Context: an optimization exercise on an open-source flow, tuned for small area. The choices shown serve that exercise and are no tape-out recipe. Only simulation tests tie the RTL to the original design; equivalence was not proved. Power is estimated from default activity; no workload was simulated.

==> design.v <==
module tetris_main(clk, rst, c, Btn_Left, Btn_Right, Btn_Down, Btn_Spin,
                   gs_ent, dirty, g_ps, g_q, g_p, g_o, Score);
	input clk, rst;
	input [1:0] c;
	input Btn_Left, Btn_Right, Btn_Down, Btn_Spin;
	output [49:0] gs_ent;      
	output reg dirty;          
	output [4:0] g_ps;         
	output [4:0] g_q;          
	output [3:0] g_p;          
	output [3:0] g_o;          
	output reg [15:0] Score;   
	localparam S_Start = 4'd0, S_Initialize = 4'd1, S_GenerateNewPiece = 4'd2, S_Idle = 4'd3,
	           S_MoveLeft = 4'd4, S_MoveRight = 4'd5, S_Spin = 4'd6, S_SpinCorrection = 4'd7,
	           S_Wait = 4'd8, S_Tick = 4'd9, S_CleanFullRows = 4'd10, S_CleanEmptyRows = 4'd11,
	           S_CheckLoss = 4'd12, S_GameOver = 4'd13;
	localparam OP_NONE = 3'd0, OP_CLR = 3'd1, OP_SETTLE = 3'd2, OP_CLRROW = 3'd3, OP_SHIFT = 3'd4;
	wire ce = (c == 2'd1);
	wire [1:0] ge = c ^ 2'd2;    
	reg [3:0] Game_State;
	reg [6:0] Game_State_Counter;
	reg [2:0] Row_Elim_Counter;
	reg [11:0] Game_Clock_Counter;
	reg [2:0] Random_Counter;
	reg [4:0] PS;
	reg [4:0] SA_q;
	reg [3:0] SA_p;
	reg [2:0] op_r;
	reg [3:0] o;               
	reg [1:0] dl_r;            
	assign g_o = o;
	reg acc1, acc2;
	reg [49:0] gW, gA, gB, gC;
	assign gs_ent = gC;
	assign g_ps = PS;
	assign g_q = SA_q;
	assign g_p = SA_p;
	wire [15:0] psd;
	assign psd[0] = 1'b0;
	assign psd[1] = 1'b0;
	assign psd[2] = (PS == 5'd2);
	assign psd[3] = 1'b0;
	assign psd[4] = 1'b0;
	assign psd[5] = (PS == 5'd5) | (PS == 5'd6) | (PS == 5'd8) | (PS == 5'd10) | (PS == 5'd15);
	assign psd[6] = (PS == 5'd2) | (PS == 5'd4) | (PS == 5'd6) | (PS == 5'd8) | (PS == 5'd12) | (PS == 5'd14) | (PS == 5'd17) | (PS == 5'd18) | (PS == 5'd19);
	assign psd[7] = (PS == 5'd4) | (PS == 5'd7) | (PS == 5'd9) | (PS == 5'd12);
	assign psd[8] = (PS == 5'd3);
	assign psd[9] = (PS == 5'd1) | (PS == 5'd3) | (PS == 5'd4) | (PS == 5'd5) | (PS == 5'd9) | (PS == 5'd10) | (PS == 5'd11) | (PS == 5'd13) | (PS == 5'd15) | (PS == 5'd16) | (PS == 5'd18) | (PS == 5'd19);
	assign psd[10] = (PS == 5'd1) | (PS == 5'd2) | (PS == 5'd3) | (PS == 5'd4) | (PS == 5'd5) | (PS == 5'd6) | (PS == 5'd7) | (PS == 5'd8) | (PS == 5'd9) | (PS == 5'd11) | (PS == 5'd12) | (PS == 5'd13) | (PS == 5'd14) | (PS == 5'd15) | (PS == 5'd16) | (PS == 5'd17) | (PS == 5'd18) | (PS == 5'd19);
	assign psd[11] = (PS == 5'd3) | (PS == 5'd6) | (PS == 5'd7) | (PS == 5'd9) | (PS == 5'd11) | (PS == 5'd13) | (PS == 5'd15) | (PS == 5'd16) | (PS == 5'd17) | (PS == 5'd18);
	assign psd[12] = 1'b0;
	assign psd[13] = (PS == 5'd1) | (PS == 5'd10) | (PS == 5'd11) | (PS == 5'd14);
	assign psd[14] = (PS == 5'd1) | (PS == 5'd2) | (PS == 5'd5) | (PS == 5'd7) | (PS == 5'd8) | (PS == 5'd10) | (PS == 5'd12) | (PS == 5'd14) | (PS == 5'd16) | (PS == 5'd17) | (PS == 5'd19);
	assign psd[15] = (PS == 5'd13);
	wire [4:0] ps_spin;
	assign ps_spin[0] = (PS == 5'd1) | (PS == 5'd2) | (PS == 5'd4) | (PS == 5'd6) | (PS == 5'd8) | (PS == 5'd10) | (PS == 5'd12) | (PS == 5'd14) | (PS == 5'd16) | (PS == 5'd18);
	assign ps_spin[1] = (PS == 5'd2) | (PS == 5'd3) | (PS == 5'd6) | (PS == 5'd7) | (PS == 5'd9) | (PS == 5'd10) | (PS == 5'd13) | (PS == 5'd14) | (PS == 5'd17) | (PS == 5'd18);
	assign ps_spin[2] = (PS == 5'd4) | (PS == 5'd5) | (PS == 5'd6) | (PS == 5'd7) | (PS == 5'd12) | (PS == 5'd13) | (PS == 5'd14) | (PS == 5'd15);
	assign ps_spin[3] = (PS == 5'd8) | (PS == 5'd9) | (PS == 5'd10) | (PS == 5'd11) | (PS == 5'd12) | (PS == 5'd13) | (PS == 5'd14) | (PS == 5'd15);
	assign ps_spin[4] = (PS == 5'd16) | (PS == 5'd17) | (PS == 5'd18) | (PS == 5'd19);
	wire [4:0] ps_new;
	assign ps_new[0] = (Random_Counter == 3'd0);
	assign ps_new[1] = (Random_Counter == 3'd1) || (Random_Counter == 3'd3);
	assign ps_new[2] = (Random_Counter == 3'd2) || (Random_Counter == 3'd3) || (Random_Counter == 3'd5);
	assign ps_new[3] = (Random_Counter == 3'd4) || (Random_Counter == 3'd5);
	assign ps_new[4] = (Random_Counter == 3'd6) || (Random_Counter == 3'd7);
	reg [8:0] tdec;
	always @(*) begin : tdecode
		integer i;
		for (i = -4; i <= 4; i = i + 1)
			tdec[i + 4] = (ge == 2'd0 && SA_q == 3 - i) || (ge == 2'd1 && SA_q == 8 - i) ||
			              (ge == 2'd2 && SA_q == 13 - i) || (ge == 2'd3 && SA_q == 18 - i);
	end
	reg [9:0] pdec;
	always @(*) begin : pdecode
		integer i;
		for (i = 0; i < 10; i = i + 1) pdec[i] = (SA_p == i);
	end
	reg [3:0] N [0:5];
	always @(*) begin : nibsel
		integer w, m;
		for (w = -1; w <= 4; w = w + 1) begin
			N[w + 1] = 4'b0;
			for (m = 0; m < 4; m = m + 1)
				if (tdec[m - w + 4]) N[w + 1] = N[w + 1] | psd[4 * m +: 4];
		end
	end
	wire [3:0] wr = {SA_p >= 4'd7, SA_p >= 4'd8, SA_p >= 4'd9, 1'b0};
	reg [3:0] M [0:4];
	always @(*) begin : geom
		integer w, j;
		for (w = 0; w < 5; w = w + 1)
			for (j = 0; j < 4; j = j + 1)
				M[w][j] = wr[j] ? N[w][j] : N[w + 1][j];
	end
	reg [3:0] ok1, ok2;
	always @(*) begin : colprof
		integer m, j;
		for (j = 0; j < 4; j = j + 1) begin
			ok1[j] = 1'b0; ok2[j] = 1'b0;
			for (m = 0; m < 4; m = m + 1) begin
				if (SA_q <= 22 - m) ok1[j] = ok1[j] | psd[4 * m + j];
				if (SA_q <= 21 - m) ok2[j] = ok2[j] | psd[4 * m + j];
			end
		end
	end
	wire colL  = (ok1[0] & pdec[9]) | (ok1[1] & pdec[8]) | (ok1[2] & pdec[7]) | (ok1[3] & pdec[6]);
	wire colL2 = (ok1[0] & pdec[8]) | (ok1[1] & pdec[7]) | (ok1[2] & pdec[6]) | (ok1[3] & pdec[5]);
	wire colR  = (ok1[0] & pdec[0]) | (ok2[1] & pdec[9]) | (ok2[2] & pdec[8]) | (ok2[3] & pdec[7]);
	wire colR2 = (ok1[0] & pdec[1]) | (ok1[1] & pdec[0]) | (ok2[2] & pdec[9]) | (ok2[3] & pdec[8]);
	reg [4:0] bsel;
	always @(*) begin
		case (Game_State)
			S_CleanFullRows:  bsel = 5'd21 - Game_State_Counter[4:0];
			S_CleanEmptyRows: bsel = 5'd19 - Game_State_Counter[4:0];
			default:          bsel = 5'd0;
		endcase
	end
	reg [1:0] bg; reg [2:0] bw;
	always @(*) begin
		if (bsel >= 20) begin bg = 2'd0; bw = 3'd5; end    
		else if (bsel >= 15) begin bg = 2'd3; bw = bsel - 5'd15; end
		else if (bsel >= 10) begin bg = 2'd2; bw = bsel - 5'd10; end
		else if (bsel >= 5) begin bg = 2'd1; bw = bsel - 5'd5; end
		else begin bg = 2'd0; bw = bsel[2:0]; end
	end
	wire bsel_top = (bsel >= 20);
	reg [4:0] r_eq, r_ge, r_chk;
	always @(*) begin : rowcmp
		integer w;
		for (w = 0; w < 5; w = w + 1) begin
			r_eq[w] = !bsel_top && (ge == bg) && (bw == w);
			r_ge[w] = !bsel_top && ((ge > bg) || ((ge == bg) && (w >= bw)));
			if (w < 4) r_chk[w] = !bsel_top && (ge == bg) && (bw == w + 1);
			else r_chk[w] = (bsel_top && bsel == 5'd20 && ge == 2'd3) || (!bsel_top && (bg == ge + 2'd1) && (ge != 2'd3) && (bw == 3'd0));
		end
	end
	wire clr_all = rst | dirty | (op_r == OP_CLR);
	wire op_set = !clr_all && (op_r == OP_SETTLE);
	wire op_crow = !clr_all && (op_r == OP_CLRROW);
	wire op_shf = !clr_all && (op_r == OP_SHIFT);
	reg [49:0] T;
	always @(*) begin : xform
		integer w;
		reg [9:0] above, cr, rc;
		reg keep, sh;
		for (w = 0; w < 5; w = w + 1) begin
			if (w < 4) above = gC[10 * (w + 1) +: 10];
			else above = (ge == 2'd3) ? 10'b0 : gB[9:0];
			cr = gC[10 * w +: 10];
			case (dl_r)
				2'b01: rc = {cr[0], cr[9:1]};
				2'b10: rc = {cr[8:0], cr[9]};
				default: rc = cr;
			endcase
			sh = op_shf & r_ge[w];
			keep = !clr_all & !(op_crow & r_eq[w]) & !sh;
			T[10 * w +: 10] = (rc & {10{keep}}) | (above & {10{sh}}) | ({6'b0, M[w]} & {10{op_set}});
		end
	end
	reg hitL, hitR, hitT, hitS, hitF, hitE;
	always @(*) begin : checks
		integer w;
		reg [9:0] below, tr;
		reg [3:0] pr;
		hitL = 1'b0; hitR = 1'b0; hitT = 1'b0; hitS = 1'b0; hitF = 1'b0; hitE = 1'b0;
		for (w = 0; w < 5; w = w + 1) begin
			tr = T[10 * w +: 10];
			pr = M[w];
			if (w > 0) below = T[10 * (w - 1) +: 10];
			else below = (ge == 2'd0) ? 10'h3ff : gW[49:40];
			hitS = hitS | (|(tr[3:0] & pr));
			hitT = hitT | (|(below[3:0] & pr));
			hitL = hitL | (|(tr[4:1] & pr));
			hitR = hitR | (|({tr[2:0], tr[9]} & pr));
			hitF = hitF | (r_chk[w] & (&tr));
			hitE = hitE | (r_chk[w] & ~(|tr));
		end
	end
	wire row19_ne = |T[49:40];    
	wire hit1 = (Game_State == S_SpinCorrection) ? hitS : (Game_State == S_Tick) ? hitT :
	            (Game_State == S_CleanFullRows) ? hitF : hitL;
	wire hit2 = (Game_State == S_CleanEmptyRows) ? hitE : hitR;
	wire f1 = acc1 | hit1, f2 = acc2 | hit2;
	wire fL = f1, fS = f1, fT = f1, fF = f1, fR = f2, fE = f2;
	always @(posedge clk) begin
		acc1 <= ((c == 2'd2) ? 1'b0 : acc1) | hit1;
		acc2 <= ((c == 2'd2) ? 1'b0 : acc2) | hit2;
	end
	always @(posedge clk) begin
		gW <= T;
		gA <= gW;
		gB <= gA;
		gC <= gB;
	end
	always @(posedge clk)
		if (rst) dirty <= 1'b1;
		else if (c == 2'd2) dirty <= 1'b0;
	reg [15:0] score_next;
	always @(*) begin : bcd
		reg [3:0] o, t, h, th, o2, t2;
		reg c0, c1, c2, wrap;
		reg [4:0] ts;
		reg [2:0] d;
		o = Score[3:0]; t = Score[7:4]; h = Score[11:8]; th = Score[15:12];
		c0 = 1'b0;
		if (Row_Elim_Counter == 3'd1 || Row_Elim_Counter == 3'd2 || Row_Elim_Counter == 3'd3) begin
			c0 = (o >= 4'd5);
			o = c0 ? o - 4'd5 : o + 4'd5;
		end
		d[0] = (Row_Elim_Counter == 3'd2);
		d[1] = (Row_Elim_Counter == 3'd3);
		d[2] = (Row_Elim_Counter == 3'd4);
		ts = t + d + c0;
		c1 = (ts >= 5'd10);
		t = c1 ? ts - 5'd10 : ts[3:0];
		c2 = c1 && (h == 4'd9);
		h = c1 ? ((h == 4'd9) ? 4'd0 : h + 4'd1) : h;
		th = th + c2;
		wrap = (th == 4'd8) && (h[1] || (h[0] && t == 4'd9 && o >= 4'd2));
		if (wrap) begin
			o2 = (o >= 4'd2) ? o - 4'd2 : o + 4'd8;
			t2 = (o >= 4'd2) ? ((t == 4'd9) ? 4'd0 : t + 4'd1) : t;
			score_next = {8'd0, t2, o2};
		end
		else score_next = {th, h, t, o};
	end
	reg [2:0] sa_op;
	reg [3:0] pn; reg [1:0] qop; reg [4:0] qc;
	always @(*) begin
		pn = SA_p; qop = 2'd0; qc = 5'd0;
		case (sa_op)
			3'd1: begin pn = 4'd3; qop = 2'd3; qc = 5'd21; end
			3'd2: if (SA_p == 4'd9) begin pn = 4'd0; qop = 2'd1; end
			      else if (SA_q == 5'd25 && SA_p == 4'd5) begin pn = 4'd0; qop = 2'd3; qc = 5'd0; end
			      else pn = SA_p + 4'd1;
			3'd3: if (SA_p == 4'd0) begin
			          if (SA_q == 5'd0) begin pn = 4'd5; qop = 2'd3; qc = 5'd25; end
			          else begin pn = 4'd9; qop = 2'd2; end
			      end
			      else pn = SA_p - 4'd1;
			3'd4: if (SA_p >= 4'd8) begin pn = SA_p - 4'd8; qop = 2'd1; end
			      else pn = SA_p + 4'd2;
			3'd5: qop = 2'd1;
			3'd6: if (SA_q == 5'd0) begin
			          qop = 2'd3;
			          if (SA_p <= 4'd3) begin pn = SA_p + 4'd6; qc = 5'd24; end
			          else begin pn = SA_p - 4'd4; qc = 5'd25; end
			      end
			      else qop = 2'd2;
			default: ;
		endcase
	end
	reg [2:0] op_n;
	always @(*) begin
		sa_op = 3'd0;
		case (Game_State)
			S_GenerateNewPiece: if (Game_State_Counter == 0) sa_op = 3'd1;
			S_MoveLeft: sa_op = 3'd2;
			S_MoveRight: sa_op = 3'd3;
			S_SpinCorrection:
				if (Game_State_Counter[0] == 0) begin
					if (colL && colR) begin
						if (colL2 && colR2) sa_op = 3'd4;
						else if (!colL2) sa_op = 3'd2;
						else if (!colR2) sa_op = 3'd3;
					end
					else if (fS) sa_op = 3'd5;
				end
			S_Tick: if (!fT) sa_op = 3'd6;
			default: ;
		endcase
	end
	always @(posedge clk) begin
		if (ce) begin
			SA_p <= pn;
			case (qop)
				2'd1: SA_q <= SA_q + 5'd1;
				2'd2: SA_q <= SA_q - 5'd1;
				2'd3: SA_q <= qc;
				default: ;
			endcase
		end
	end
	always @(posedge clk) begin
		if (rst) begin
			Game_State <= S_Start;
			Score <= 16'd0;
			PS <= 5'd0;
			Random_Counter <= 3'd0;
			Game_Clock_Counter <= 12'd0;
		end
		else if (ce) begin
			Random_Counter <= (Random_Counter == 3'b110) ? 3'b0 : Random_Counter + 1'b1;
			if (Game_State == S_Idle)
				Game_Clock_Counter <= Game_Clock_Counter[10:0] + 12'd5;
			else if (Game_State == S_Spin)
				Game_Clock_Counter <= 12'd0;
			case (Game_State)
				S_Start: begin
					if (Btn_Spin) Game_State <= S_Initialize;
				end
				S_Initialize: begin
					Score <= 16'd0;
					Game_State <= S_GenerateNewPiece;
				end
				S_GenerateNewPiece: begin
					if (Game_State_Counter == 0) PS <= ps_new;
					if (Game_State_Counter >= 2) Game_State <= S_Idle;
				end
				S_Idle: begin
					if (Btn_Spin) Game_State <= S_Spin;
					else if (Btn_Left) begin
						if (!colL && !fL) Game_State <= S_MoveLeft;
					end
					else if (Btn_Right) begin
						if (!colR && !fR) Game_State <= S_MoveRight;
					end
					else if (Game_Clock_Counter[11] || Btn_Down) Game_State <= S_Tick;
				end
				S_MoveLeft: Game_State <= S_Wait;
				S_MoveRight: Game_State <= S_Wait;
				S_Spin: begin
					if (Game_State_Counter == 0) PS <= ps_spin;
					if (Game_State_Counter >= 3) Game_State <= S_SpinCorrection;
				end
				S_SpinCorrection: begin
					if (Game_State_Counter[0] == 0 && !(colL && colR) && !fS) Game_State <= S_Wait;
				end
				S_Wait: begin
					if (Game_State_Counter == 0) Game_State <= S_Idle;
				end
				S_Tick: begin
					if (fT) Game_State <= S_CleanFullRows;
					else Game_State <= S_Wait;
				end
				S_CleanFullRows: begin
					if (Game_State_Counter > 21) begin
						Score <= score_next;
						Game_State <= S_CleanEmptyRows;
					end
				end
				S_CleanEmptyRows: begin
					if (Game_State_Counter >= 18) Game_State <= S_CheckLoss;
				end
				S_CheckLoss: begin
					if (row19_ne) Game_State <= S_GameOver;
					else Game_State <= S_GenerateNewPiece;
				end
				S_GameOver: begin
					if (Btn_Spin) Game_State <= S_Initialize;
				end
				default: Game_State <= S_Start;
			endcase
		end
	end
	always @(posedge clk) begin
		if (ce) begin
			op_n = OP_NONE;
			case (Game_State)
				S_Start: begin
					op_n = OP_CLR;
					if (Btn_Spin) Game_State_Counter <= 7'd0;
				end
				S_Initialize: begin
					op_n = OP_CLR;
					Game_State_Counter <= 7'd0;
				end
				S_GenerateNewPiece: begin
					if (Game_State_Counter < 2) Game_State_Counter <= Game_State_Counter + 1'b1;
					else Game_State_Counter <= 7'd0;
				end
				S_Idle: begin
					if (Btn_Spin || (!Btn_Left && !Btn_Right && (Game_Clock_Counter[11] || Btn_Down)))
						Game_State_Counter <= 7'd0;
				end
				S_MoveLeft, S_MoveRight: Game_State_Counter <= 7'd1;
				S_Spin: begin
					if (Game_State_Counter < 3) Game_State_Counter <= Game_State_Counter + 1'b1;
					else Game_State_Counter <= 7'd0;
				end
				S_SpinCorrection: begin
					if (Game_State_Counter[0] == 0 && !(colL && colR) && !fS) Game_State_Counter <= 7'd1;
					else Game_State_Counter <= Game_State_Counter + 1'b1;
				end
				S_Wait: begin
					if (Game_State_Counter != 0) Game_State_Counter <= Game_State_Counter + 1'b1;
				end
				S_Tick: begin
					if (fT) begin
						op_n = OP_SETTLE;
						Game_State_Counter <= 7'd0;
					end
					else Game_State_Counter <= 7'd1;
				end
				S_CleanFullRows: begin
					if (Game_State_Counter == 0)
						Row_Elim_Counter <= 3'd0;
					else if (Game_State_Counter <= 20 && fF) begin
						op_n = OP_CLRROW;
						Row_Elim_Counter <= Row_Elim_Counter + 1'b1;
					end
					if (Game_State_Counter > 21) Game_State_Counter <= 7'd0;
					else Game_State_Counter <= Game_State_Counter + 1'b1;
				end
				S_CleanEmptyRows: begin
					if (Game_State_Counter <= 18 && fE) op_n = OP_SHIFT;
					if (Game_State_Counter < 18) Game_State_Counter <= Game_State_Counter + 1'b1;
					else Game_State_Counter <= 7'd0;
				end
				S_CheckLoss: begin
					if (!row19_ne) Game_State_Counter <= 7'd0;
				end
				default: ;
			endcase
			op_r <= op_n;
			if (op_n == OP_CLR) begin o <= 4'd3; dl_r <= 2'b00; end
			else if (op_n != OP_NONE) dl_r <= 2'b00;
			else if (sa_op == 3'd3) begin dl_r <= 2'b10; o <= (o == 4'd0) ? 4'd9 : o - 4'd1; end
			else if (sa_op == 3'd2 || sa_op == 3'd4 || rot_t != o) begin dl_r <= 2'b01; o <= (o == 4'd9) ? 4'd0 : o + 4'd1; end
			else dl_r <= 2'b00;
		end
	end
	wire post_settle = (Game_State == S_CleanFullRows) || (Game_State == S_CleanEmptyRows) ||
	                   (Game_State == S_CheckLoss) || (Game_State == S_GameOver) || (Game_State == S_GenerateNewPiece);
	wire [3:0] rot_t = post_settle ? 4'd3 : SA_p;
endmodule
`timescale 1ns / 1ps
module tetris_vga2(
	clk, rst, c, dirty,
	gs_ent, g_ps, g_q, g_p, g_o,
	HSync, VSync,
	R, G, B
    );
	input clk;
	input rst;
	input [1:0] c;
	input dirty;
	input [49:0] gs_ent;
	input [4:0] g_ps;
	input [4:0] g_q;
	input [3:0] g_p;
	input [3:0] g_o;
	output reg HSync;
	output reg VSync;
	output wire [2:0] R;
	output wire [2:0] G;
	output wire [1:0] B;
	reg r2, r1, g2, g0;
	assign R = {r2, r1, r1};
	assign G = {g2, g2, g0};
	assign B = {g0, g0};
	reg [9:0] HorizontalCounter;
	reg [9:0] VerticalCounter;
	wire pxl_ce = (c == 2'd1);
	wire hsync_fall = pxl_ce && (HorizontalCounter < 96) && HSync;
	wire frame_start = hsync_fall && (VerticalCounter == 0);
	always @(posedge clk) begin
		if (rst)
			HorizontalCounter <= 0;
		else if (pxl_ce) begin
			if (HorizontalCounter < 799)
				HorizontalCounter <= HorizontalCounter + 1'b1;
			else
				HorizontalCounter <= 0;
		end
	end
	always @(posedge clk) begin
		if (rst)
			HSync <= 1'b1;
		else if (pxl_ce)
			HSync <= !(HorizontalCounter < 96);
	end
	always @(posedge clk) begin
		if (rst)
			VerticalCounter <= 0;
		else if (hsync_fall) begin
			if (VerticalCounter < 524)
				VerticalCounter <= VerticalCounter + 1'b1;
			else
				VerticalCounter <= 0;
		end
	end
	always @(posedge clk) begin
		if (rst)
			VSync <= 1'b0;
		else if (pxl_ce)
			VSync <= !(VerticalCounter < 2);
	end
	reg [49:0] vW, vA, vB, vC;
	reg ld;
	reg blank;
	reg [4:0] s_ps;
	reg [4:0] s_q;
	reg [3:0] s_p;
	reg [3:0] s_o;
	always @(posedge clk) begin
		vW <= ld ? gs_ent : vC;
		vA <= vW;
		vB <= vA;
		vC <= vB;
	end
	always @(posedge clk)
		if (pxl_ce) ld <= frame_start;
	always @(posedge clk) begin
		if (rst) blank <= 1'b1;
		else if (frame_start && !dirty) blank <= 1'b0;
	end
	wire pre2 = pxl_ce && (VerticalCounter == 10'd0) && (HorizontalCounter == 10'd798);
	wire pre1 = pxl_ce && (VerticalCounter == 10'd0) && (HorizontalCounter == 10'd799);
	always @(posedge clk) begin
		if (pre2) s_ps <= g_ps;
		if (pre1) begin
			s_q <= g_q;
			s_p <= g_p;
		end
		if (frame_start) s_o <= g_o;
	end
	wire [9:0] H = HorizontalCounter;
	wire [9:0] V = VerticalCounter;
	wire [4:0] vq = V[8:4] + (V[3:0] >= 4'd13);
	wire [4:0] drow = (V <= 10'd108) ? 5'd19 : 5'd25 - vq;
	reg [1:0] dgrp; reg [2:0] dw;
	always @(*) begin
		if (drow >= 15) begin dgrp = 2'd3; dw = drow - 5'd15; end
		else if (drow >= 10) begin dgrp = 2'd2; dw = drow - 5'd10; end
		else if (drow >= 5) begin dgrp = 2'd1; dw = drow - 5'd5; end
		else begin dgrp = 2'd0; dw = drow[2:0]; end
	end
	wire [3:0] dcol = ~H[7:4];    
	wire [1:0] wgrp = (c - 2'd1) ^ 2'd2;    
	reg [9:0] vrow;
	always @(*)
		case (dw)
			3'd0: vrow = vW[9:0];
			3'd1: vrow = vW[19:10];
			3'd2: vrow = vW[29:20];
			3'd3: vrow = vW[39:30];
			default: vrow = vW[49:40];
		endcase
	wire [3:0] scol = (dcol >= s_o) ? dcol - s_o : dcol + 4'd10 - s_o;
	wire vbit = vrow[scol];
	reg cap;
	always @(posedge clk)
		if (wgrp == dgrp) cap <= vbit;
	wire abit = ((dgrp == 2'd2) ? vbit : cap) & !blank;
	wire [15:0] sd;
	assign sd[0] = 1'b0;
	assign sd[1] = 1'b0;
	assign sd[2] = (s_ps == 5'd2);
	assign sd[3] = 1'b0;
	assign sd[4] = 1'b0;
	assign sd[5] = (s_ps == 5'd5) | (s_ps == 5'd6) | (s_ps == 5'd8) | (s_ps == 5'd10) | (s_ps == 5'd15);
	assign sd[6] = (s_ps == 5'd2) | (s_ps == 5'd4) | (s_ps == 5'd6) | (s_ps == 5'd8) | (s_ps == 5'd12) | (s_ps == 5'd14) | (s_ps == 5'd17) | (s_ps == 5'd18) | (s_ps == 5'd19);
	assign sd[7] = (s_ps == 5'd4) | (s_ps == 5'd7) | (s_ps == 5'd9) | (s_ps == 5'd12);
	assign sd[8] = (s_ps == 5'd3);
	assign sd[9] = (s_ps == 5'd1) | (s_ps == 5'd3) | (s_ps == 5'd4) | (s_ps == 5'd5) | (s_ps == 5'd9) | (s_ps == 5'd10) | (s_ps == 5'd11) | (s_ps == 5'd13) | (s_ps == 5'd15) | (s_ps == 5'd16) | (s_ps == 5'd18) | (s_ps == 5'd19);
	assign sd[10] = (s_ps == 5'd1) | (s_ps == 5'd2) | (s_ps == 5'd3) | (s_ps == 5'd4) | (s_ps == 5'd5) | (s_ps == 5'd6) | (s_ps == 5'd7) | (s_ps == 5'd8) | (s_ps == 5'd9) | (s_ps == 5'd11) | (s_ps == 5'd12) | (s_ps == 5'd13) | (s_ps == 5'd14) | (s_ps == 5'd15) | (s_ps == 5'd16) | (s_ps == 5'd17) | (s_ps == 5'd18) | (s_ps == 5'd19);
	assign sd[11] = (s_ps == 5'd3) | (s_ps == 5'd6) | (s_ps == 5'd7) | (s_ps == 5'd9) | (s_ps == 5'd11) | (s_ps == 5'd13) | (s_ps == 5'd15) | (s_ps == 5'd16) | (s_ps == 5'd17) | (s_ps == 5'd18);
	assign sd[12] = 1'b0;
	assign sd[13] = (s_ps == 5'd1) | (s_ps == 5'd10) | (s_ps == 5'd11) | (s_ps == 5'd14);
	assign sd[14] = (s_ps == 5'd1) | (s_ps == 5'd2) | (s_ps == 5'd5) | (s_ps == 5'd7) | (s_ps == 5'd8) | (s_ps == 5'd10) | (s_ps == 5'd12) | (s_ps == 5'd14) | (s_ps == 5'd16) | (s_ps == 5'd17) | (s_ps == 5'd19);
	assign sd[15] = (s_ps == 5'd13);
	wire [5:0] k = {1'b0, drow} + 6'd3 - {1'b0, s_q};
	reg [3:0] nmain, nwrap;
	always @(*) begin
		case (k)
			6'd0: begin nmain = sd[3:0]; nwrap = 4'b0; end
			6'd1: begin nmain = sd[7:4]; nwrap = sd[3:0]; end
			6'd2: begin nmain = sd[11:8]; nwrap = sd[7:4]; end
			6'd3: begin nmain = sd[15:12]; nwrap = sd[11:8]; end
			6'd4: begin nmain = 4'b0; nwrap = sd[15:12]; end
			default: begin nmain = 4'b0; nwrap = 4'b0; end
		endcase
	end
	wire [4:0] jd = {1'b0, dcol} - {1'b0, s_p};    
	reg bbit0;
	wire bbit = bbit0 & !blank;
	always @(*) begin
		case (jd)
			5'd0: bbit0 = nmain[0];
			5'd1: bbit0 = nmain[1];
			5'd2: bbit0 = nmain[2];
			5'd3: bbit0 = nmain[3];
			5'd22: bbit0 = nwrap[0];    
			5'd23: bbit0 = nwrap[1];    
			5'd24: bbit0 = nwrap[2];    
			5'd25: bbit0 = nwrap[3];    
			default: bbit0 = 1'b0;
		endcase
	end
	always @(posedge clk) begin
		if (rst) begin
			r2 <= 1'b0; r1 <= 1'b0; g2 <= 1'b0; g0 <= 1'b0;
		end
		else if (pxl_ce) begin
			if (V < 76) begin
				r2 <= 1'b0; r1 <= 1'b0; g2 <= 1'b0; g0 <= 1'b0;
			end
			else if (V < 92 || (V >= 412 && V < 428)) begin
				if (H >= 336 && H < 528) begin
					r2 <= 1'b1; r1 <= 1'b1; g2 <= 1'b1; g0 <= 1'b1;
				end
				else begin
					r2 <= 1'b0; r1 <= 1'b0; g2 <= 1'b0; g0 <= 1'b0;
				end
			end
			else if (V < 412) begin
				if (H < 336 || H >= 528) begin
					r2 <= 1'b0; r1 <= 1'b0; g2 <= 1'b0; g0 <= 1'b0;
				end
				else if (H < 352 || H >= 512) begin
					r2 <= 1'b1; r1 <= 1'b1; g2 <= 1'b1; g0 <= 1'b1;
				end
				else begin
					r2 <= abit & bbit;
					r1 <= bbit;
					g2 <= abit & !bbit;
					g0 <= abit ^ bbit;
				end
			end
			else begin
				r2 <= 1'b0; r1 <= 1'b0; g2 <= 1'b0; g0 <= 1'b0;
			end
		end
	end
endmodule
`timescale 1ns / 1ps
module tetris_seg(clk, rst, num, c, seg, an);
	input clk, rst;
	input [15:0] num;        
	output [1:0] c;          
	output [7:0] seg;
	output reg [3:0] an;
	reg [12:0] divider;
	assign c = divider[1:0];
	wire scan_ce = (divider == 13'h0FFF);
	reg [3:0] dec_bcd;
	reg [3:0] pend;
	always @(posedge clk)
		if (rst) divider <= 13'd0;
		else divider <= divider + 1'b1;
	wire [3:0] an_next = {an[2:0], an[3] & ~(&an[2:0])};
	reg [3:0] digit;
	always @(*)
		case (an_next)
			4'b1110: digit = num[7:4];
			4'b1101: digit = num[11:8];
			4'b1011: digit = num[15:12];
			default: digit = num[3:0];
		endcase
	always @(posedge clk) begin
		if (rst) begin
			an <= 4'b1111;
			dec_bcd <= 4'd0;
			pend <= 4'd0;
		end
		else if (scan_ce) begin
			an <= an_next;
			dec_bcd <= pend;
			pend <= digit;
		end
	end
	assign seg[7] = 1'b1;
	assign seg[0] = !((dec_bcd == 4'd0) | (dec_bcd == 4'd2) | (dec_bcd == 4'd3) | (dec_bcd == 4'd5) | (dec_bcd == 4'd6) | (dec_bcd == 4'd7) | (dec_bcd == 4'd8) | (dec_bcd == 4'd9));
	assign seg[1] = !((dec_bcd == 4'd0) | (dec_bcd == 4'd1) | (dec_bcd == 4'd2) | (dec_bcd == 4'd3) | (dec_bcd == 4'd4) | (dec_bcd == 4'd7) | (dec_bcd == 4'd8) | (dec_bcd == 4'd9));
	assign seg[2] = !((dec_bcd == 4'd0) | (dec_bcd == 4'd1) | (dec_bcd == 4'd3) | (dec_bcd == 4'd4) | (dec_bcd == 4'd5) | (dec_bcd == 4'd6) | (dec_bcd == 4'd7) | (dec_bcd == 4'd8) | (dec_bcd == 4'd9));
	assign seg[3] = !((dec_bcd == 4'd0) | (dec_bcd == 4'd2) | (dec_bcd == 4'd3) | (dec_bcd == 4'd5) | (dec_bcd == 4'd6) | (dec_bcd == 4'd8) | (dec_bcd == 4'd9));
	assign seg[4] = !((dec_bcd == 4'd0) | (dec_bcd == 4'd2) | (dec_bcd == 4'd6) | (dec_bcd == 4'd8));
	assign seg[5] = !((dec_bcd == 4'd0) | (dec_bcd == 4'd4) | (dec_bcd == 4'd5) | (dec_bcd == 4'd6) | (dec_bcd == 4'd8) | (dec_bcd == 4'd9));
	assign seg[6] = !((dec_bcd == 4'd2) | (dec_bcd == 4'd3) | (dec_bcd == 4'd4) | (dec_bcd == 4'd5) | (dec_bcd == 4'd6) | (dec_bcd == 4'd8) | (dec_bcd == 4'd9));
endmodule
`timescale 1ns / 1ps
module Tetris_top(
	clk,
	rst,
	btnL,
	btnR,
	btnD,
	btnS,
	HSync,
	VSync,
	R,
	G,
	B,
	Seg,
	An
    );
	input clk, rst, btnL, btnR, btnD, btnS;
	output HSync, VSync;
	output [2:0] R;
	output [2:0] G;
	output [1:0] B;
	output [7:0] Seg;
	output [3:0] An;
	wire [1:0] c;
	wire dirty;
	wire [49:0] gs_ent;
	wire [4:0] g_ps, g_q;
	wire [3:0] g_p, g_o;
	wire [15:0] score;
	tetris_main M_TET(.clk(clk), .rst(rst), .c(c), .Btn_Left(btnL), .Btn_Right(btnR), .Btn_Down(btnD),
		.Btn_Spin(btnS), .gs_ent(gs_ent), .dirty(dirty), .g_ps(g_ps), .g_q(g_q), .g_p(g_p), .g_o(g_o), .Score(score));
	tetris_vga2 M_VGA(.clk(clk), .rst(rst), .c(c), .dirty(dirty), .gs_ent(gs_ent), .g_ps(g_ps), .g_q(g_q),
		.g_p(g_p), .g_o(g_o), .HSync(HSync), .VSync(VSync), .R(R), .G(G), .B(B));
	tetris_seg  M_SEG(.clk(clk), .rst(rst), .num(score), .c(c), .seg(Seg), .an(An));
endmodule
==> flow/run.sh <==
#!/bin/bash
# Layout flow: the standard flow, with one extra step after the standard
# synthesis.  The combinational logic of the synthesized netlist is mapped a
# second time with a stronger ABC script (flow/remap.tcl, flow/remap.abc);
# the registers of the standard synthesis are kept as they are (same cells,
# same names).  Then the standard flow continues from that netlist.
# Each tool's output goes to a log file of its own in this folder.
set -euo pipefail
HERE=$PWD
RES=$HERE/orfs/results/$FLOW_PLATFORM/Tetris_top/base

# 1. standard synthesis
bash standard.sh "$RES/1_2_yosys.v" > 1_synth_standard.log 2>&1
cp "$RES/1_2_yosys.v" "$HERE/1_2_yosys_standard.v"

# 2. second mapping of the combinational logic, repeated a few times on its
#    own result; the smallest netlist is kept
export REMAP_LIB=$FLOW_HOME/platforms/$FLOW_PLATFORM/lib/sky130_fd_sc_hd__tt_025C_1v80.lib
export REMAP_SCRIPT=$HERE/flow/remap.abc
export REMAP_CONSTR=$HERE/flow/remap.constr
export REMAP_PERIOD_PS=$(awk "BEGIN{print int($FLOW_PERIOD_NS*1000)}")
prev=$HERE/1_2_yosys_standard.v
best=""; best_area=""
for i in 1 2 3 4 5 6; do
  export REMAP_IN=$prev
  export REMAP_OUT=$HERE/1_2_yosys_remap$i.v
  export REMAP_STAT=$HERE/remap_stat$i.txt
  yosys -c flow/remap.tcl > 2_remap$i.log 2>&1
  area=$(awk '/Chip area for module/ {print $NF}' "$REMAP_STAT")
  echo "pass $i: area $area" >> 2_remap_summary.log
  if [[ -z "$best" ]] || awk "BEGIN{exit !($area < $best_area)}"; then
    best=$REMAP_OUT; best_area=$area
  fi
  prev=$REMAP_OUT
done
echo "kept $best ($best_area)" >> 2_remap_summary.log
cp "$best" "$RES/1_2_yosys.v"
touch "$RES/1_2_yosys.v"

# 3. the rest of the standard flow, from the re-mapped netlist (with the
#    clock tree options of flow/cts_args.txt, if there is one)
if [[ -f flow/cts_args.txt ]]; then
  export CTS_ARGS="$(cat flow/cts_args.txt)"
fi
bash standard.sh > 3_layout_standard.log 2>&1
==> flow/cts_args.txt <==
-sink_clustering_enable -repair_clock_nets -sink_clustering_size 16 -sink_clustering_max_diameter 80 -buf_list sky130_fd_sc_hd__clkbuf_8 -dont_use_dummy_load
==> flow/remap.abc <==
strash
dc2
dch -f
&get -n
&nf -R 1000 -p -F 8 -C 32
&put
mfs -a
strash
dc2
dch -f
&get -n
&nf -R 1000 -p -F 8 -C 32
&put
mfs -a
strash
dc2
dch -f
&get -n
&nf -R 1000 -p -F 8 -C 32
&put
mfs -a
strash
dch -f
&get -n
&nf -R 1000 -p -F 8 -C 32
&put
topo
==> flow/remap.constr <==
set_driving_cell sky130_fd_sc_hd__buf_1
set_load 5
==> flow/remap.tcl <==
# Second mapping of the combinational logic of the standard synthesis netlist
# with a stronger ABC script.  The sequential cells (their instances and
# names) are kept as they are; only the logic between them is re-mapped.
yosys -import
set lib $::env(REMAP_LIB)
read_liberty -ignore_miss_func $lib
read_verilog $::env(REMAP_IN)
hierarchy -top Tetris_top
# keep the sequential cells
foreach m [split [string trim [tee -q -s result.string select -list-mod =sky130_fd_sc_hd__*df* =sky130_fd_sc_hd__*dl*]] "\n"] {
  setattr -mod -set keep_hierarchy 1 $m
}
flatten
opt_clean -purge
techmap
opt -fast -purge
# the platform's don't-use cells (platforms/sky130hd/config.mk)
set dont_use {}
foreach c {sky130_fd_sc_hd__probe_p_8 sky130_fd_sc_hd__probec_p_8 sky130_fd_sc_hd__lpflow_bleeder_1
           sky130_fd_sc_hd__lpflow_clkbufkapwr_1 sky130_fd_sc_hd__lpflow_clkbufkapwr_16 sky130_fd_sc_hd__lpflow_clkbufkapwr_2
           sky130_fd_sc_hd__lpflow_clkbufkapwr_4 sky130_fd_sc_hd__lpflow_clkbufkapwr_8 sky130_fd_sc_hd__lpflow_clkinvkapwr_1
           sky130_fd_sc_hd__lpflow_clkinvkapwr_16 sky130_fd_sc_hd__lpflow_clkinvkapwr_2 sky130_fd_sc_hd__lpflow_clkinvkapwr_4
           sky130_fd_sc_hd__lpflow_clkinvkapwr_8 sky130_fd_sc_hd__lpflow_decapkapwr_12 sky130_fd_sc_hd__lpflow_decapkapwr_3
           sky130_fd_sc_hd__lpflow_decapkapwr_4 sky130_fd_sc_hd__lpflow_decapkapwr_6 sky130_fd_sc_hd__lpflow_decapkapwr_8
           sky130_fd_sc_hd__lpflow_inputiso0n_1 sky130_fd_sc_hd__lpflow_inputiso0p_1 sky130_fd_sc_hd__lpflow_inputiso1n_1
           sky130_fd_sc_hd__lpflow_inputiso1p_1 sky130_fd_sc_hd__lpflow_inputisolatch_1 sky130_fd_sc_hd__lpflow_isobufsrc_1
           sky130_fd_sc_hd__lpflow_isobufsrc_16 sky130_fd_sc_hd__lpflow_isobufsrc_2 sky130_fd_sc_hd__lpflow_isobufsrc_4
           sky130_fd_sc_hd__lpflow_isobufsrc_8 sky130_fd_sc_hd__lpflow_isobufsrckapwr_16 sky130_fd_sc_hd__lpflow_lsbuf_lh_hl_isowell_tap_1
           sky130_fd_sc_hd__lpflow_lsbuf_lh_hl_isowell_tap_2 sky130_fd_sc_hd__lpflow_lsbuf_lh_hl_isowell_tap_4
           sky130_fd_sc_hd__lpflow_lsbuf_lh_isowell_4 sky130_fd_sc_hd__lpflow_lsbuf_lh_isowell_tap_1
           sky130_fd_sc_hd__lpflow_lsbuf_lh_isowell_tap_2 sky130_fd_sc_hd__lpflow_lsbuf_lh_isowell_tap_4} {
  lappend dont_use -dont_use $c
}
abc -script $::env(REMAP_SCRIPT) -liberty $lib {*}$dont_use -constr $::env(REMAP_CONSTR) -D $::env(REMAP_PERIOD_PS)
opt_clean -purge
hilomap -singleton -hicell sky130_fd_sc_hd__conb_1 HI -locell sky130_fd_sc_hd__conb_1 LO
insbuf -buf sky130_fd_sc_hd__buf_4 A X
splitnets
opt_clean -purge
foreach m [split [string trim [tee -q -s result.string select -list-mod =sky130_fd_sc_hd__*]] "\n"] {
  blackbox $m
}
tee -o $::env(REMAP_STAT) stat -liberty $lib
write_verilog -noattr -nohex -nodec $::env(REMAP_OUT)
==> standard.sh <==
#!/bin/bash
# synth_recipe.tcl (not shown) runs the flow's synth.tcl, then flattens the netlist and writes it again
# the make line also repeats each setting of config.mk as NAME=value (left out here)
make -C /OpenROAD-flow-scripts/flow DESIGN_CONFIG=/design/flow/config.mk WORK_HOME=/design/flow/orfs CLKGATE_MAP_FILE= SYNTH_SCRIPT=/design/flow/synth_recipe.tcl "${@:-finish}"
==> config.mk <==
export PLATFORM = sky130hd
export DESIGN_NAME = Tetris_top
export DESIGN_NICKNAME = Tetris_top
export VERILOG_FILES = /design/flow/design.v
export SDC_FILE = /design/flow/constraint.sdc
export NUM_CORES = 8
export LEC_CHECK = 0
export ABC_AREA = 1
export CAP_MARGIN = 20
export CORE_MARGIN = 2
export CORE_UTILIZATION = 55
export CTS_BUF_LIST = sky130_fd_sc_hd__clkbuf_8
export CTS_CLUSTER_DIAMETER = 80
export CTS_CLUSTER_SIZE = 16
export HOLD_SLACK_MARGIN = 0
export PLACE_DENSITY = 0.7
export SLEW_MARGIN = 20
==> constraint.sdc <==
create_clock -name core_clock -period 12.0 [get_ports {clk}]
set_input_delay 2.4000 -clock core_clock [delete_from_list [all_inputs] [get_ports {clk}]]
set_output_delay 2.4000 -clock core_clock [all_outputs]
set_load 0.01 [all_outputs]
==> results of run 1 <==
## critical path, delay by kind of cell (launching register included)
kind | cells | cell delay (ns)
AND/OR/NAND/NOR | 19 | 4.25
AO/OA/AOI/OAI | 12 | 3.88
flip-flops | 1 | 0.57
buffers and inverters | 1 | 0.25
## flip-flops by register name, summed over array words and instances (netlist names), 16 cells and up
register	cells
M_VGA.vW	50
M_TET.Score	16
M_TET.gC	50
M_TET.gB	50
M_TET.gA	50
M_TET.gW	50
M_VGA.vC	50
M_VGA.vB	50
M_VGA.vA	50
## routing by layer
layer / track usage [%] / share of wire [%] / vias up
met2: 46.5 / 45 / 682
met4: 9.30 / 2.7 / 0
met3: 5.11 / 7.1 / 125
met5: 0 / 0 / -
li1: - / - / 7965
met1: 41.3 / 45 / 7979
## layout make-up
cell class                 instances  area (um2)
fill                            3243       14600
sequential                       543       11400
multi-input combinational       1520        8960
tap                              468         586
clock buffer                      40         551
timing repair buffer              56         478
inverter                          40         150
## through the flow
step | worst slack (ns) | hold slack (ns) | util, % | cell area [um2] | instances
5_1_grt | 1.96 | 0.276 | 60.2 | 22100 | 2667
3_5_place_dp | 2.47 | 0.312 | 58.7 | 21500 | 2627
2_1_floorplan | 4.31 | 0.310 | - | 20500 | 2116
4_1_cts | 3.08 | 0.266 | 60.2 | 22100 | 2667
3_3_place_gp | 2.66 | 0.310 | 58.6 | 21500 | 2626
6_report | 2.89 | 0.264 | 60.2 | 22100 | 2667
## path summary, 6_finish.rpt
| check | from | end |
|---|---|---|
| worst min register to register | M_TET.gA[15] | M_TET.gB[15] |
| worst max-delay path | M_TET.Game_State[3] | M_TET.SA_q[2] |
| worst max register to register | M_TET.Game_State[3] | M_TET.SA_q[2] |
| worst min-delay path | M_TET.gA[15] | M_TET.gB[15] |
## power breakdown
part           internal, mW  total (mW)  switching (mW)
logic                0.0305      0.0963          0.0658
clock network         0.300       0.844           0.543
registers              1.84        1.86          0.0179
==> results.toml, run 1 <==
[critical_path]
slowest_delay_ns = 0.81
cp_common_cell = "nand2_1"
cpMaxStageDelayCell = "a21oi_1"
r2r_cells = 32
arrival_ns = 9.56
critPathMaxFanout = 13
endpoint_kind = "register"
reg2reg_setup_slack_ns = 2.89
required_ns = 12.45
critical_path_class = "reg -> reg"
start_kind = "register"

[route]
ant_nets = 0
wl_per_cell_um = 21.5
drc = 0
viasPerCell = 6.28
first_iter_violations = 1566
finalWirelength_um = 57400
dr_total_vias = 16800
first_pass_iters = 6

[timing]
setup_tns_ns = 0
fin_crit_sh_pct = 75.9
maxSlewHeadroom_pct = 26.5
slew_violations = 0
fin_crit_ns = 9.11
tightest_slew_ns = 1.09
max_freq_mhz = 110
skew_ns = 0.0881
setup_viol_count_final = 0
finalHoldViolations = 0
rsz0062_at_grt = "false"

[clock_network]
clk_pin_slew_worst_paths_ns = 0.12
cts.sink_count = 543
post_cts_resized = 0
clk-insertion-delay-late_ns = 0.66
cts_tree = "yes"
h-tree-depth = 2
cts_root_buf = "clkbuf_8"
cts_buffer_depth = 3
cts_inserted_buffers = 40
cts_hold_buffers = 0
cts_setup_buffers = 0

[global_routing]
grt_pass1_wl_um = 89200
grt_use_total_pct = 29.5
grt_pass1_vias = 15500
antenna_found_initial = 1
gr-total-overflow = 0
grt_max_degree = 51

[power]
cellPowerDensity_nw_per_um2 = 127
finalPower_mw = 2.80
p_leak_nw = 8.08
vdd_drop_max_mv = 0.0960

[hold_path]
hp-class = "reg -> reg"
hold_depth = 0

[floorplan]
dieArea_um2 = 38900
initial_core_util_pct = 56.0
rows = 70
die_w_um = 197
ios = 28
die_h_um = 197
core_um2 = 36700

[layout]
synthToLayoutAreaGrowth_pct = 7.47
drive_gt1_share_pct = 3.46
antenna_cells = 0
final_common_cell = "dfxtp_1"
final_nets = 2207
final_cell_mix = "dfxtp_1, nand2_1, nor2_1"

[synth]
synth_cells = 2116
ys.warnings.count = 5
syn_nets = 2122
syn_area_um2 = 20500
syn_area_per_cell_um2 = 9.71

[place]
io_buffers = 26
dp.final_hpwl_um = 42400
gp_congestion = 0.952

[flow_run]
drv_cap = 0

[outcome]
status = "no timing/DRC/antenna violations"
==> inputs of run 2 (changes only) <==
--- a/design.v
+++ b/design.v
@@ -14,7 +14,7 @@
 	           S_MoveLeft = 4'd4, S_MoveRight = 4'd5, S_Spin = 4'd6, S_SpinCorrection = 4'd7,
 	           S_Wait = 4'd8, S_Tick = 4'd9, S_CleanFullRows = 4'd10, S_CleanEmptyRows = 4'd11,
 	           S_CheckLoss = 4'd12, S_GameOver = 4'd13;
-	localparam OP_NONE = 3'd0, OP_CLR = 3'd1, OP_SETTLE = 3'd2, OP_CLRROW = 3'd3, OP_SHIFT = 3'd4;
+	localparam OP_NONE = 3'd0, OP_CLR = 3'd1, OP_SETTLE = 3'd2, OP_CLRROW = 3'd3, OP_SHIFT = 3'd4, OP_ROTP = 3'd5, OP_ROTM = 3'd6;
 	wire ce = (c == 2'd1);
 	wire [1:0] ge = c ^ 2'd2;    
 	reg [3:0] Game_State;
@@ -27,7 +27,6 @@
 	reg [3:0] SA_p;
 	reg [2:0] op_r;
 	reg [3:0] o;               
-	reg [1:0] dl_r;            
 	assign g_o = o;
 	reg acc1, acc2;
 	reg [49:0] gW, gA, gB, gC;
@@ -148,9 +147,9 @@
 			if (w < 4) above = gC[10 * (w + 1) +: 10];
 			else above = (ge == 2'd3) ? 10'b0 : gB[9:0];
 			cr = gC[10 * w +: 10];
-			case (dl_r)
-				2'b01: rc = {cr[0], cr[9:1]};
-				2'b10: rc = {cr[8:0], cr[9]};
+			case (op_r)
+				OP_ROTP: rc = {cr[0], cr[9:1]};
+				OP_ROTM: rc = {cr[8:0], cr[9]};
 				default: rc = cr;
 			endcase
 			sh = op_shf & r_ge[w];
@@ -414,11 +413,10 @@
 				default: ;
 			endcase
 			op_r <= op_n;
-			if (op_n == OP_CLR) begin o <= 4'd3; dl_r <= 2'b00; end
-			else if (op_n != OP_NONE) dl_r <= 2'b00;
-			else if (sa_op == 3'd3) begin dl_r <= 2'b10; o <= (o == 4'd0) ? 4'd9 : o - 4'd1; end
-			else if (sa_op == 3'd2 || sa_op == 3'd4 || rot_t != o) begin dl_r <= 2'b01; o <= (o == 4'd9) ? 4'd0 : o + 4'd1; end
-			else dl_r <= 2'b00;
+			if (op_n == OP_CLR) o <= 4'd3;
+			else if (op_n != OP_NONE) ;
+			else if (sa_op == 3'd3) begin op_r <= OP_ROTM; o <= (o == 4'd0) ? 4'd9 : o - 4'd1; end
+			else if (sa_op == 3'd2 || sa_op == 3'd4 || rot_t != o) begin op_r <= OP_ROTP; o <= (o == 4'd9) ? 4'd0 : o + 4'd1; end
 		end
 	end
 	wire post_settle = (Game_State == S_CleanFullRows) || (Game_State == S_CleanEmptyRows) ||
@@ -427,7 +425,7 @@
 endmodule
 `timescale 1ns / 1ps
 module tetris_vga2(
-	clk, rst, c, dirty,
+	clk, rst, c, hlo, dirty,
 	gs_ent, g_ps, g_q, g_p, g_o,
 	HSync, VSync,
 	R, G, B
@@ -435,6 +433,7 @@
 	input clk;
 	input rst;
 	input [1:0] c;
+	input [3:0] hlo;           
 	input dirty;
 	input [49:0] gs_ent;
 	input [4:0] g_ps;
@@ -450,19 +449,20 @@
 	assign R = {r2, r1, r1};
 	assign G = {g2, g2, g0};
 	assign B = {g0, g0};
-	reg [9:0] HorizontalCounter;
+	reg [5:0] HorizontalCounterHi;
+	wire [9:0] HorizontalCounter = {HorizontalCounterHi, hlo};
 	reg [9:0] VerticalCounter;
 	wire pxl_ce = (c == 2'd1);
-	wire hsync_fall = pxl_ce && (HorizontalCounter < 96) && HSync;
+	wire hsync_fall = pxl_ce && (HorizontalCounter == 10'd0);
 	wire frame_start = hsync_fall && (VerticalCounter == 0);
 	always @(posedge clk) begin
 		if (rst)
-			HorizontalCounter <= 0;
-		else if (pxl_ce) begin
-			if (HorizontalCounter < 799)
-				HorizontalCounter <= HorizontalCounter + 1'b1;
+			HorizontalCounterHi <= 0;
+		else if (pxl_ce && hlo == 4'd15) begin
+			if (HorizontalCounterHi < 6'd49)
+				HorizontalCounterHi <= HorizontalCounterHi + 1'b1;
 			else
-				HorizontalCounter <= 0;
+				HorizontalCounterHi <= 0;
 		end
 	end
 	always @(posedge clk) begin
@@ -626,14 +626,16 @@
 	end
 endmodule
 `timescale 1ns / 1ps
-module tetris_seg(clk, rst, num, c, seg, an);
+module tetris_seg(clk, rst, num, c, hlo, seg, an);
 	input clk, rst;
 	input [15:0] num;        
 	output [1:0] c;          
+	output [3:0] hlo;        
 	output [7:0] seg;
 	output reg [3:0] an;
 	reg [12:0] divider;
 	assign c = divider[1:0];
+	assign hlo = divider[5:2];
 	wire scan_ce = (divider == 13'h0FFF);
 	reg [3:0] dec_bcd;
 	reg [3:0] pend;
@@ -694,6 +696,7 @@
 	output [7:0] Seg;
 	output [3:0] An;
 	wire [1:0] c;
+	wire [3:0] hlo;
 	wire dirty;
 	wire [49:0] gs_ent;
 	wire [4:0] g_ps, g_q;
@@ -701,7 +704,7 @@
 	wire [15:0] score;
 	tetris_main M_TET(.clk(clk), .rst(rst), .c(c), .Btn_Left(btnL), .Btn_Right(btnR), .Btn_Down(btnD),
 		.Btn_Spin(btnS), .gs_ent(gs_ent), .dirty(dirty), .g_ps(g_ps), .g_q(g_q), .g_p(g_p), .g_o(g_o), .Score(score));
-	tetris_vga2 M_VGA(.clk(clk), .rst(rst), .c(c), .dirty(dirty), .gs_ent(gs_ent), .g_ps(g_ps), .g_q(g_q),
+	tetris_vga2 M_VGA(.clk(clk), .rst(rst), .c(c), .hlo(hlo), .dirty(dirty), .gs_ent(gs_ent), .g_ps(g_ps), .g_q(g_q),
 		.g_p(g_p), .g_o(g_o), .HSync(HSync), .VSync(VSync), .R(R), .G(G), .B(B));
-	tetris_seg  M_SEG(.clk(clk), .rst(rst), .num(score), .c(c), .seg(Seg), .an(An));
+	tetris_seg  M_SEG(.clk(clk), .rst(rst), .num(score), .c(c), .hlo(hlo), .seg(Seg), .an(An));
 endmodule
==> flow/cts_args.txt (replaced) <==
-sink_clustering_enable -repair_clock_nets -sink_clustering_size 20 -sink_clustering_max_diameter 70 -buf_list sky130_fd_sc_hd__clkbuf_8 -dont_use_dummy_load
==> run 2 against run 1 <==
Net effect: cell area is 1.5% lower; sequential share of layout area rose by 0.13 points; clock power is 3.9% lower; sequential power decreased by 2%; global-route usage decreased by 0.89 points; worst setup slack worse by 0.48 ns; die area down 1.1%; synthesized cell count shrank 2.1%.
==> results.toml, run 2 <==
[timing]
setup_tns_ns = 0
maxSlewHeadroom_pct = 23.7
finalHoldViolations = 0
tightest_slew_ns = 1.15
fin_crit_ns = 9.59
slew_violations = 0
skew_ns = 0.0706
max_freq_mhz = 104
setup_viol_count_final = 0
fin_crit_sh_pct = 79.9
rsz0062_at_grt = "false"
hold_ws_ns = 0.277

[global_routing]
grt_max_degree = 52
grt_use_total_pct = 28.6
gr-total-overflow = 0
grt_pass1_vias = 15300
antenna_found_initial = 1
grt_pass1_wl_um = 85900

[floorplan]
die_w_um = 196
core_um2 = 36500
ios = 28
rows = 70
initial_core_util_pct = 55.6
dieArea_um2 = 38500
die_h_um = 196

[critical_path]
r2r-end = "M_TET.SA_q[3]"
cp_common_cell = "o21ai_0"
cpMaxStageDelayCell = "o21ai_0"
critPathMaxFanout = 12
required_ns = 12.33
endpoint_kind = "register"
arrival_ns = 9.91
r2r_cells = 31
reg2reg_setup_slack_ns = 2.41
endpoint = "M_TET.SA_q[3]"
rr_startpoint = "M_TET.Game_State[3]"
startpoint = "M_TET.Game_State[3]"
start_kind = "register"
slowest_delay_ns = 0.83
critical_path_class = "reg -> reg"

[synth]
syn_area_um2 = 20300
ys.warnings.count = 5
syn_nets = 2078
synth_cells = 2072
syn_area_per_cell_um2 = 9.80

[outcome]
status = "no timing/DRC/antenna violations"

[hold_path]
hp-class = "reg -> reg"

[place]
io_buffers = 26
place_inst = 2575
gp_congestion = 0.964
place_area_um2 = 21200
dp.final_hpwl_um = 41000

[layout]
final_common_cell = "dfxtp_1"
final_cells = 2612
drive_gt1_share_pct = 3.17
final_nets = 2152
design_area_um2 = 21800
synthToLayoutAreaGrowth_pct = 7.10
antenna_cells = 0
final_cell_mix = "dfxtp_1, nand2_1, nor2_1"

[clock_network]
cts_inserted_buffers = 37
post_cts_resized = 0
cts_setup_buffers = 0
h-tree-depth = 2
clk-insertion-delay-late_ns = 0.65
cts_buffer_depth = 3
cts.sink_count = 537
cts_root_buf = "clkbuf_8"
clk_pin_slew_worst_paths_ns = 0.12
cts_tree = "yes"
cts_hold_buffers = 0

[power]
p_leak_nw = 7.90
cellPowerDensity_nw_per_um2 = 124
power_switching_uw = 590
p_clk_share_pct = 30.0
swShare_pct = 21.9
seq_power_share_pct = 67.4
comb_power_share_pct = 2.6
intPower_mw = 2.11
vdd_drop_max_mv = 0.0904

[flow_run]
drv_cap = 0

[route]
viasPerCell = 6.27
finalWirelength_um = 55200
wl_per_cell_um = 21.1
first_iter_violations = 1681
dr_total_vias = 16400
ant_nets = 0
first_pass_iters = 7
drc = 0
## run 2: cell count changes in the layout (fill, tap and decap cells not counted), sizes merged, moves of 7 or more
cell / previous run / this run
a22oi: 29 / 44
nand4: 32 / 18
clkinv: 40 / 27
o22ai: 35 / 23
a22o: 51 / 62
nand3: 54 / 43
nor3: 79 / 88
a221o: 14 / 6
and3: 34 / 26
buf: 31 / 23
o31ai: 14 / 6
a222oi: 10 / 17
## run 2: power by group through the flow
stage / clock network, mW / registers [mW] / logic [mW]
after global placement: 0 / 1.86 / 0.0674
final: 0.811 / 1.82 / 0.0693
after global routing: 0.894 / 1.82 / 0.0749
after detailed placement: 0 / 1.86 / 0.0683
after CTS: 0.832 / 1.82 / 0.0686
after floorplan: 0 / 1.86 / 0.0395
## run 2: critical path, delay by kind of cell (launching register included)
kind	cells	cell delay, ns
AOI/OAI and AO/OA	15	4.49
and+or+nand+nor	14	3.80
xor gates and xnor gates	2	0.47
DFF	1	0.52
## run 2: how the worst min path moves through the flow
stage / startpoint / end / cells past startpoint
after floorplan: M_TET.gW[0] / M_TET.gA[0] / 0
after global placement: M_TET.gB[20] / M_TET.gC[20] / 0
after detailed placement: M_VGA.vB[48] / M_VGA.vC[48] / 0
after CTS: M_TET.gA[1] / M_TET.gB[1] / 0
after global routing: M_TET.gA[1] / M_TET.gB[1] / 0
final: M_TET.gW[34] / M_TET.gA[34] / 0
## run 2: per-stage QoR
stage	setup slack (ns)	total power, mW	util (%)
finish	2.41	2.70	59.6
CTS	2.61	2.72	59.5
global placement	2.84	1.93	58.1
global route	1.49	2.79	59.6
detailed placement	2.64	1.93	58.1
floorplan	4.40	1.90	-
## run 2: cell type report
| class | count | area (um2) |
|---|---|---|
| Fill cell | 3123 | 14800 |
| Sequential cell | 537 | 11200 |
| Multi-Input combinational cell | 1495 | 8930 |
| Tap cell | 468 | 586 |
| Clock buffer | 37 | 509 |
| Timing Repair Buffer | 48 | 418 |
| Inverter | 27 | 101 |
## run 2: layer usage
metal  GRT usage, %  vias up  wire, um
met5              0        -        13
met4           7.74        2      1160
met3           4.38       91      3720
met2           46.3      682     25000
met1           40.0     7775     25200
li1               -     7833         -
==> inputs of run 3 (changes only) <==
==> flow/cts_args.txt (replaced) <==
-sink_clustering_enable -repair_clock_nets -buf_list sky130_fd_sc_hd__clkbuf_8 -dont_use_dummy_load
==> run 3 against run 2 <==
Net effect: critical path depth unchanged; sequential power about the same; synthesized cell count unchanged; area after synthesis unchanged; cell area increased by 2.9%; wire length increased by 2.0%; final cell count increased by 1.8%; core utilization increased by 1.7 points; sequential share of layout area decreased by 1.5 points; combinational power about the same; first-iteration DRC count increased by 0.30%; die area unchanged.
==> results.toml, run 3 <==
[route]
first_pass_iters = 8
dr_total_vias = 16700
viasPerCell = 6.30
finalWirelength_um = 56300
drc = 0
wl_per_cell_um = 21.2
ant_nets = 0
first_iter_violations = 1686

[layout]
final_util_pct = 61.3
multi_input_area_um2 = 8930
drive_gt1_share_pct = 5.21
design_area_um2 = 22400
final_cell_mix = "dfxtp_1, nand2_1, nor2_1"
final_common_cell = "dfxtp_1"
synthToLayoutAreaGrowth_pct = 10.2
n_fill_cell = 3079
layout.area.seq_um2 = 11200
final_nets = 2198
antenna_cells = 0

[critical_path]
cpMaxStageDelayCell = "o21ai_0"
r2r_cells = 31
arrival_ns = 9.93
endpoint = "M_TET.SA_q[3]"
endpoint_kind = "register"
critPathMaxFanout = 12
cp_common_cell = "o21ai_0"
startpoint = "M_TET.Game_State[3]"
start_kind = "register"
required_ns = 12.33
reg2reg_setup_slack_ns = 2.40
r2r-end = "M_TET.SA_q[3]"
rr_startpoint = "M_TET.Game_State[3]"
critical_path_class = "reg -> reg"
slowest_delay_ns = 0.81

[timing]
slew_violations = 0
finalHoldViolations = 0
setup_viol_count_final = 0
max_freq_mhz = 104
maxSlewHeadroom_pct = 28.5
tightest_slew_ns = 1.07
fin_ws_ns = 2.40
setup_tns_ns = 0
fin_crit_sh_pct = 80.0
fin_crit_ns = 9.60
skew_ns = 0.0719
rsz0062_at_grt = "false"

[floorplan]
die_h_um = 196
initial_core_util_pct = 55.6
dieArea_um2 = 38500
ios = 28
core_um2 = 36500
die_w_um = 196
rows = 70

[clock_network]
clk_pin_slew_worst_paths_ns = 0.06
post_cts_resized = 0
cts_hold_buffers = 0
clk-insertion-delay-late_ns = 0.64
cts_inserted_buffers = 83
cts_setup_buffers = 0
cts_tree = "yes"
h-tree-depth = 3
cts_root_buf = "clkbuf_8"
cts.sink_count = 537
cts_buffer_depth = 3

[place]
pre_cts_slack_ns = 2.64
io_buffers = 26
dp.final_hpwl_um = 41000
place_area_um2 = 21200
gp_congestion = 0.964

[power]
cellPowerDensity_nw_per_um2 = 139
vdd_drop_max_mv = 0.0938
p_leak_nw = 8.23

[global_routing]
grt_pass1_wl_um = 87900
antenna_found_initial = 2
grt_max_degree = 52
grt_use_total_pct = 29.2
grt_pass1_vias = 15900
gr-total-overflow = 0

[hold_path]
hold_depth = 0
hp-class = "reg -> reg"

[synth]
syn_area_per_cell_um2 = 9.80
syn_area_um2 = 20300
syn_nets = 2078
synth_cells = 2072
ys.warnings.count = 5

[flow_run]
drv_cap = 0

[outcome]
status = "no timing/DRC/antenna violations"
-- run 3: how the worst min path moves through the flow --
stage                             from      endpoint  slack (ns)
after global placement    M_TET.gB[20]  M_TET.gC[20]        0.31
after CTS                  M_TET.gA[6]   M_TET.gB[6]        0.27
final                     M_TET.gB[48]  M_TET.gC[48]        0.27
after detailed placement  M_VGA.vB[48]  M_VGA.vC[48]        0.31
after global routing       M_TET.gA[6]   M_TET.gB[6]        0.28
after floorplan            M_TET.gW[0]   M_TET.gA[0]        0.31
-- run 3: worst max-delay path: cells and delay by family, from the launching register on --
family           cells  cell delay [ns]
AND/OR/NAND/NOR     14             3.85
XOR/XNOR             2             0.49
flip-flops           1             0.49
AO/OA/AOI/OAI       15             4.48
-- run 3: where the power goes --
part | internal, mW | total [mW] | switching (mW) | leakage (nW)
Combinational | 0.0217 | 0.0694 | 0.0477 | 3.26
Clock | 0.609 | 1.22 | 0.614 | 0.597
Sequential | 1.81 | 1.82 | 0.0110 | 4.38
Total | 2.44 | 3.12 | 0.673 | 8.23
-- run 3: layout make-up --
type                       instances  share of cell area, %
timing repair buffer              48                   1.87
clock buffer                      83                   5.10
sequential                       537                   50.1
multi-input combinational       1495                   39.9
tap                              468                   2.62
inverter                          27                  0.453
-- run 3: layer usage --
layer  up-vias  share of wire (%)  global-route usage (%)
met4         2                2.6                    10.0
li1       7938                  -                       -
met5         -              0.027                       0
met2       727                 45                    47.1
met3       118                7.2                    5.52
met1      7954                 45                    39.7
-- run 3: metrics by stage --
step           instances  power (mW)  hold WS [ns]
5_1_grt             2658        3.22         0.279
2_1_floorplan       2072        1.90         0.310
4_1_cts             2658        3.14         0.270
6_report            2658        3.12         0.272
3_5_place_dp        2575        1.93         0.312
3_3_place_gp        2574        1.93         0.310

[static timing again, ports no longer ideal]
The results above use ideal ports. As a check the final layouts listed here were re-extracted and re-timed, cells and wires unchanged. Step 1 (the two cells are an assumption about what drives the block):
set clk [get_ports {clk}]
set_driving_cell -lib_cell sky130_fd_sc_hd__clkbuf_16 $clk
set_driving_cell -lib_cell sky130_fd_sc_hd__buf_2 [delete_from_list [all_inputs] $clk]
Step 2 also shifts input and output timing later by t, the mid clock arrival at the registers, as if the neighbouring blocks saw the same clock. Three values: ideal, step 1, step 2; two values: the first two.
| run | t, ns | slack for setup (ns) | hold slack, ns |
|---|---|---|---|
| run 1 | 0.665 | 2.893 / 2.893 / 2.311 | 0.264 / 0.264 / 0.264 |
| run 2 | 0.665 | 2.411 / 2.411 / 2.411 | 0.277 / 0.277 / 0.277 |
| run 3 | 0.658 | 2.397 / 2.397 / 2.397 | 0.272 / 0.272 / 0.272 |
After both steps setup and hold are still met in every run listed. The setup slack of run 1, which loses most, moves by 0.000 ns with the drivers and by -0.582 ns with both steps.
